What follows belongs to an exercise in optimizing a design on an open flow for small area; a production flow would make more cautious choices.
Only simulation tests tie the RTL to the original design; equivalence was not proved.
No driver is modelled on the clock port, so clock power and skew are understated where the tree is cut down; a real chip needs a root buffer or a tree.
No activity file was given, so power comes from the tool's default toggle rates.

// seven_seg_disp
module seven_seg_disp #(
    parameter           I_CLK_FRQ = 24_000,
    parameter           REFRESH = 60,
    parameter           DIGITS = 4
) (
    input               i_clk,
    input               i_rst,
    input signed [10:0] i_data,
    input               i_en,
    output wire [3:0]   o_anodes,
    output wire [6:0]   o_segment
);
    reg  [6:0]  cnt;
    wire        fire = cnt[6] & cnt[5] & cnt[2];
    always @(posedge i_clk)
        if (i_rst)      cnt <= 7'd0;
        else if (fire)  cnt <= 7'd1;
        else            cnt <= cnt + 7'd1;
    reg  [1:0]  pos;
    always @(posedge i_clk)
        if (i_rst)      pos <= 2'd3;
        else if (fire)  pos <= pos + 2'd1;
    assign o_anodes = ~(4'b0001 << pos);
    reg         s;
    reg  [11:0] P;
    reg         cv;      
    wire        ld   = i_rst | (fire & i_en);
    wire        win  = (cnt[6:4] == 3'd0) & (cnt[3] | (cnt[2] & cnt[1]));   
    wire        run  = cv & win;
    wire        e0   = run & cnt[3];                  
    wire        e1   = run & cnt[3] & cnt[2];         
    function [3:0] corr(input [3:0] d, input e);
        reg c;
        begin
            c = e & (d[3] | (d[2] & (d[1] | d[0])));
            corr[0] = d[0] ^ c;
            corr[1] = c ? ((d[1] & d[0]) | (d[3] & ~d[0])) : d[1];
            corr[2] = c ? (d[3] & d[0]) : d[2];
            corr[3] = d[3] | c;
        end
    endfunction
    wire [11:0] C = {P[11:8], corr(P[7:4], e1), corr(P[3:0], e0)};
    wire        take = fire & i_en & ~i_rst;
    wire        keep = ~ld;
    wire [11:0] R = {C[10:0], P[11] ^ s};
    wire [11:0] L = {i_data[9:0], 2'b00};
    always @(posedge i_clk) begin
        if (i_rst | fire) cv <= take;
        if (ld) s <= take & i_data[10];
  ...
==> module seven_seg_disp, before the edit <==
module seven_seg_disp #(
    parameter           I_CLK_FRQ = 24_000,
    parameter           REFRESH = 60,
    parameter           DIGITS = 4
) (
    input               i_clk,
    input               i_rst,
    input signed [10:0] i_data,
    input               i_en,
    output wire [3:0]   o_anodes,
    output wire [6:0]   o_segment
);
    reg  [6:0]  cnt;
    wire        fire = cnt[6] & cnt[5] & cnt[2];
    always @(posedge i_clk)
        if (i_rst)      cnt <= 7'd0;
        else if (fire)  cnt <= 7'd1;
        else            cnt <= cnt + 7'd1;
    reg  [1:0]  pos;
    always @(posedge i_clk)
        if (i_rst)      pos <= 2'd3;
        else if (fire)  pos <= pos + 2'd1;
    assign o_anodes = ~(4'b0001 << pos);
    reg         s;
    reg  [11:0] P;
    reg         cv;      
    wire        ld   = i_rst | (fire & i_en);
    wire        win  = (cnt[6:4] == 3'd0) & (cnt[3] | (cnt[2] & cnt[1]));   
    wire        run  = cv & win;
    wire        e0   = run & cnt[3];                  
    wire        e1   = run & cnt[3] & cnt[2];         
    function [3:0] corr(input [3:0] d, input e);
        reg c;
        begin
            c = e & (d[3] | (d[2] & (d[1] | d[0])));
            corr[0] = d[0] ^ c;
            corr[1] = c ? ((d[1] & d[0]) | (d[3] & ~d[0])) : d[1];
            corr[2] = c ? (d[3] & d[0]) : d[2];
            corr[3] = d[3] | c;
        end
    endfunction
    wire [11:0] C = {P[11:8], corr(P[7:4], e1), corr(P[3:0], e0)};
    wire        take = fire & i_en & ~i_rst;
    wire        keep = ~ld;
    wire [11:0] R = {C[10:0], P[11] ^ s};
    wire [11:0] L = {i_data[9:0], 2'b00};
    always @(posedge i_clk) begin
        if (i_rst | fire) cv <= take;
        if (ld) s <= take & i_data[10];
        if (ld | run) P <= ({12{take}} & L) | ({12{keep}} & R);
    end
    wire        h10 = P[11] & P[9];                        
    wire [3:0]  d0 = P[3:0], d1 = P[7:4];
    wire [3:0]  d2 = {P[11] & ~P[9], P[10], P[9] & ~P[11], P[8]};
    wire        n0 = d0[3] & d0[0];
    wire        n1 = d1[3] & d1[0];
    reg  [3:0]  dsel;
    reg         cin;
    always @* begin
        case (pos)
            2'd3: begin dsel = d0; cin = s; end
            2'd0: begin dsel = d1; cin = s & n0; end
            2'd1: begin dsel = d2; cin = s & n0 & n1; end
            default: begin dsel = s ? 4'hf : {3'b000, h10}; cin = 1'b0; end
        endcase
    end
    wire [3:0]  dinc;
    assign dinc[0] = dsel[0] ^ cin;
    assign dinc[1] = dsel[1] ^ (cin & dsel[0] & ~dsel[3]);
    assign dinc[2] = dsel[2] ^ (cin & dsel[0] & dsel[1]);
    assign dinc[3] = cin ? ((dsel[3] & ~dsel[0]) | (dsel[2] & dsel[1] & dsel[0])) : dsel[3];
    reg  [3:0]  dig;
    always @(posedge i_clk)
        if (fire) dig <= dinc;
    wire [3:0]  d = dig;
    assign o_segment[6] = (~d[3] & ~d[2] & ~d[1]) | (~d[3] & d[2] & d[1] & d[0]);
    assign o_segment[5] = (~d[2] & d[1]) | (~d[3] & ~d[2] & d[0]) | (d[1] & d[0]);
    assign o_segment[4] = (d[2] & ~d[1]) | d[0];
    assign o_segment[3] = (d[2] & ~d[1] & ~d[0]) | (~d[2] & ~d[1] & d[0]) | (d[2] & d[1] & d[0]);
    assign o_segment[2] = (d[3] & d[1]) | (~d[2] & d[1] & ~d[0]);
    assign o_segment[1] = ~((~d[1] & ~d[0]) | (~d[3] & d[1] & d[0]) | ~d[2]);
    assign o_segment[0] = (~d[3] & ~d[2] & ~d[1] & d[0]) | (d[3] & d[2]) | (d[2] & ~d[1] & ~d[0]);
endmodule
export LEC_CHECK = 0
export CAP_MARGIN = 20
export CORE_MARGIN = 2
export CORE_UTILIZATION = 40
export SLEW_MARGIN = 20
create_clock -name core_clock -period 10.0 [get_ports {i_clk}]
standard.sh (not shown) runs the stock make flow with config.mk's settings and CLKGATE_MAP_FILE= SYNTH_SCRIPT=/design/flow/synth_recipe.tcl, a recipe that flattens the netlist after the stock synthesis.
==> flow/flow/run.sh <==
#!/bin/bash
# Layout: the standard flow (standard.sh) with three changes:
#  - after synthesis every cell is swapped for the smallest of its family (downsize.tcl),
#  - port buffers are sky130_fd_sc_hd__buf_1 cells,
#  - the clock tree is a few clock buffers driven by the clock port (cts_pre.tcl),
#    in place of TritonCTS's H-tree.
# make's output goes to flow_make.log here; ORFS's per-step logs are under orfs/logs.
set -euo pipefail
W=$PWD
bash standard.sh \
  "PRE_FLOORPLAN_TCL=$W/flow/downsize.tcl" \
  "BUFFER_PORTS_ARGS=-buffer_cell sky130_fd_sc_hd__buf_1" \
  "PRE_CTS_TCL=$W/flow/cts_pre.tcl" \
  finish > "$W/flow_make.log" 2>&1
Other scripts of this flow, unchanged in this note and not shown: flow/flow/cts_pre.tcl, flow/flow/downsize.tcl
The starting point passed the timing, DRC and antenna checks.
Then changed:
--- a/flow/design.v
+++ b/flow/design.v
@@ -45,15 +45,17 @@
         if (i_rst)      pos <= 2'd3;
         else if (fire)  pos <= pos + 2'd1;
     assign o_anodes = ~(4'b0001 << pos);
     reg         s;
-    reg  [11:0] P;
+    reg  [12:0] P;
     reg         cv;      
+    reg         z;       
     wire        ld   = i_rst | (fire & i_en);
     wire        win  = (cnt[6:4] == 3'd0) & (cnt[3] | (cnt[2] & cnt[1]));   
     wire        run  = cv & win;
     wire        e0   = run & cnt[3];                  
     wire        e1   = run & cnt[3] & cnt[2];         
+    wire        e2   = run & (cnt[3:0] == 4'hf);      
     function [3:0] corr(input [3:0] d, input e);
         reg c;
         begin
             c = e & (d[3] | (d[2] & (d[1] | d[0])));
@@ -62,21 +64,22 @@
             corr[2] = c ? (d[3] & d[0]) : d[2];
             corr[3] = d[3] | c;
         end
     endfunction
-    wire [11:0] C = {P[11:8], corr(P[7:4], e1), corr(P[3:0], e0)};
-    wire        take = fire & i_en & ~i_rst;
-    wire        keep = ~ld;
-    wire [11:0] R = {C[10:0], P[11] ^ s};
-    wire [11:0] L = {i_data[9:0], 2'b00};
+    wire [12:0] C = {P[12], corr(P[11:8], e2), corr(P[7:4], e1), corr(P[3:0], e0)};
+    wire        fb = (P[12] ^ s) & z;
     always @(posedge i_clk) begin
-        if (i_rst | fire) cv <= take;
-        if (ld) s <= take & i_data[10];
-        if (ld | run) P <= ({12{take}} & L) | ({12{keep}} & R);
+        if (ld) begin
+            P  <= {i_data[9:0], 3'b000};
+            s  <= i_data[10] & ~i_rst;
+            z  <= ~i_rst;
+            cv <= 1'b1;
+        end else begin
+            if (fire) cv <= 1'b0;
+            if (run)  P  <= {C[11:0], fb};
+        end
     end
-    wire        h10 = P[11] & P[9];                        
-    wire [3:0]  d0 = P[3:0], d1 = P[7:4];
-    wire [3:0]  d2 = {P[11] & ~P[9], P[10], P[9] & ~P[11], P[8]};
+    wire [3:0]  d0 = P[3:0], d1 = P[7:4], d2 = P[11:8];
     wire        n0 = d0[3] & d0[0];
     wire        n1 = d1[3] & d1[0];
     reg  [3:0]  dsel;
     reg         cin;
@@ -84,9 +87,9 @@
         case (pos)
             2'd3: begin dsel = d0; cin = s; end
             2'd0: begin dsel = d1; cin = s & n0; end
             2'd1: begin dsel = d2; cin = s & n0 & n1; end
-            default: begin dsel = s ? 4'hf : {3'b000, h10}; cin = 1'b0; end
+            default: begin dsel = s ? 4'hf : {3'b000, P[12]}; cin = 1'b0; end
         endcase
     end
     wire [3:0]  dinc;
     assign dinc[0] = dsel[0] ^ cin;
Worst setup slack got worse by 0.033 ns.
Utilization is lower by 0.96 points.
Total power is higher by 4.5%.
Register-to-register slack improved by 0.18 ns.
Cell area is higher by about 8%.
Hold slack got worse by 0.016 ns.
Global-route usage hardly moves.
Clock power is higher by 6.8%.
Sequential power is higher by about 6%.
Die area is higher by 9.4%.
Combinational power is lower by about 10%.
Via count is higher by 11%.
Critical path depth is higher by 1.
In every run of this note, the design's own scripts or RTL, not TritonCTS, make the clock network.

## afterwards: timing with drivers on the ports
The results above use ideal ports. As a check the final layouts listed here were re-extracted and re-timed, cells and wires unchanged.
Step 1, drivers: a clkbuf_16 drives i_clk and a buf_2 each remaining input, both assumed.
Step 2, shift: input delay + t, output delay - t, t = (earliest + latest rising clock arrival at the registers) / 2. This alone moves slack from input paths to output paths.
Three values: ideal, step 1, step 2; two values: the first two.
| run | shift t [ns] | slack for setup (ns) | hold slack, ns |
|---|---|---|---|
| the first run | 0.167 | 6.595 / 6.554 / 6.600 | 0.484 / 0.484 / 0.484 |
| the second run | 0.173 | 6.562 / 6.545 / 6.409 | 0.468 / 0.468 / 0.468 |
After both steps setup and hold are still met in every run listed. For the second run, which loses most, drivers alone change the setup slack by -0.017 ns; drivers and shift together by -0.153 ns.
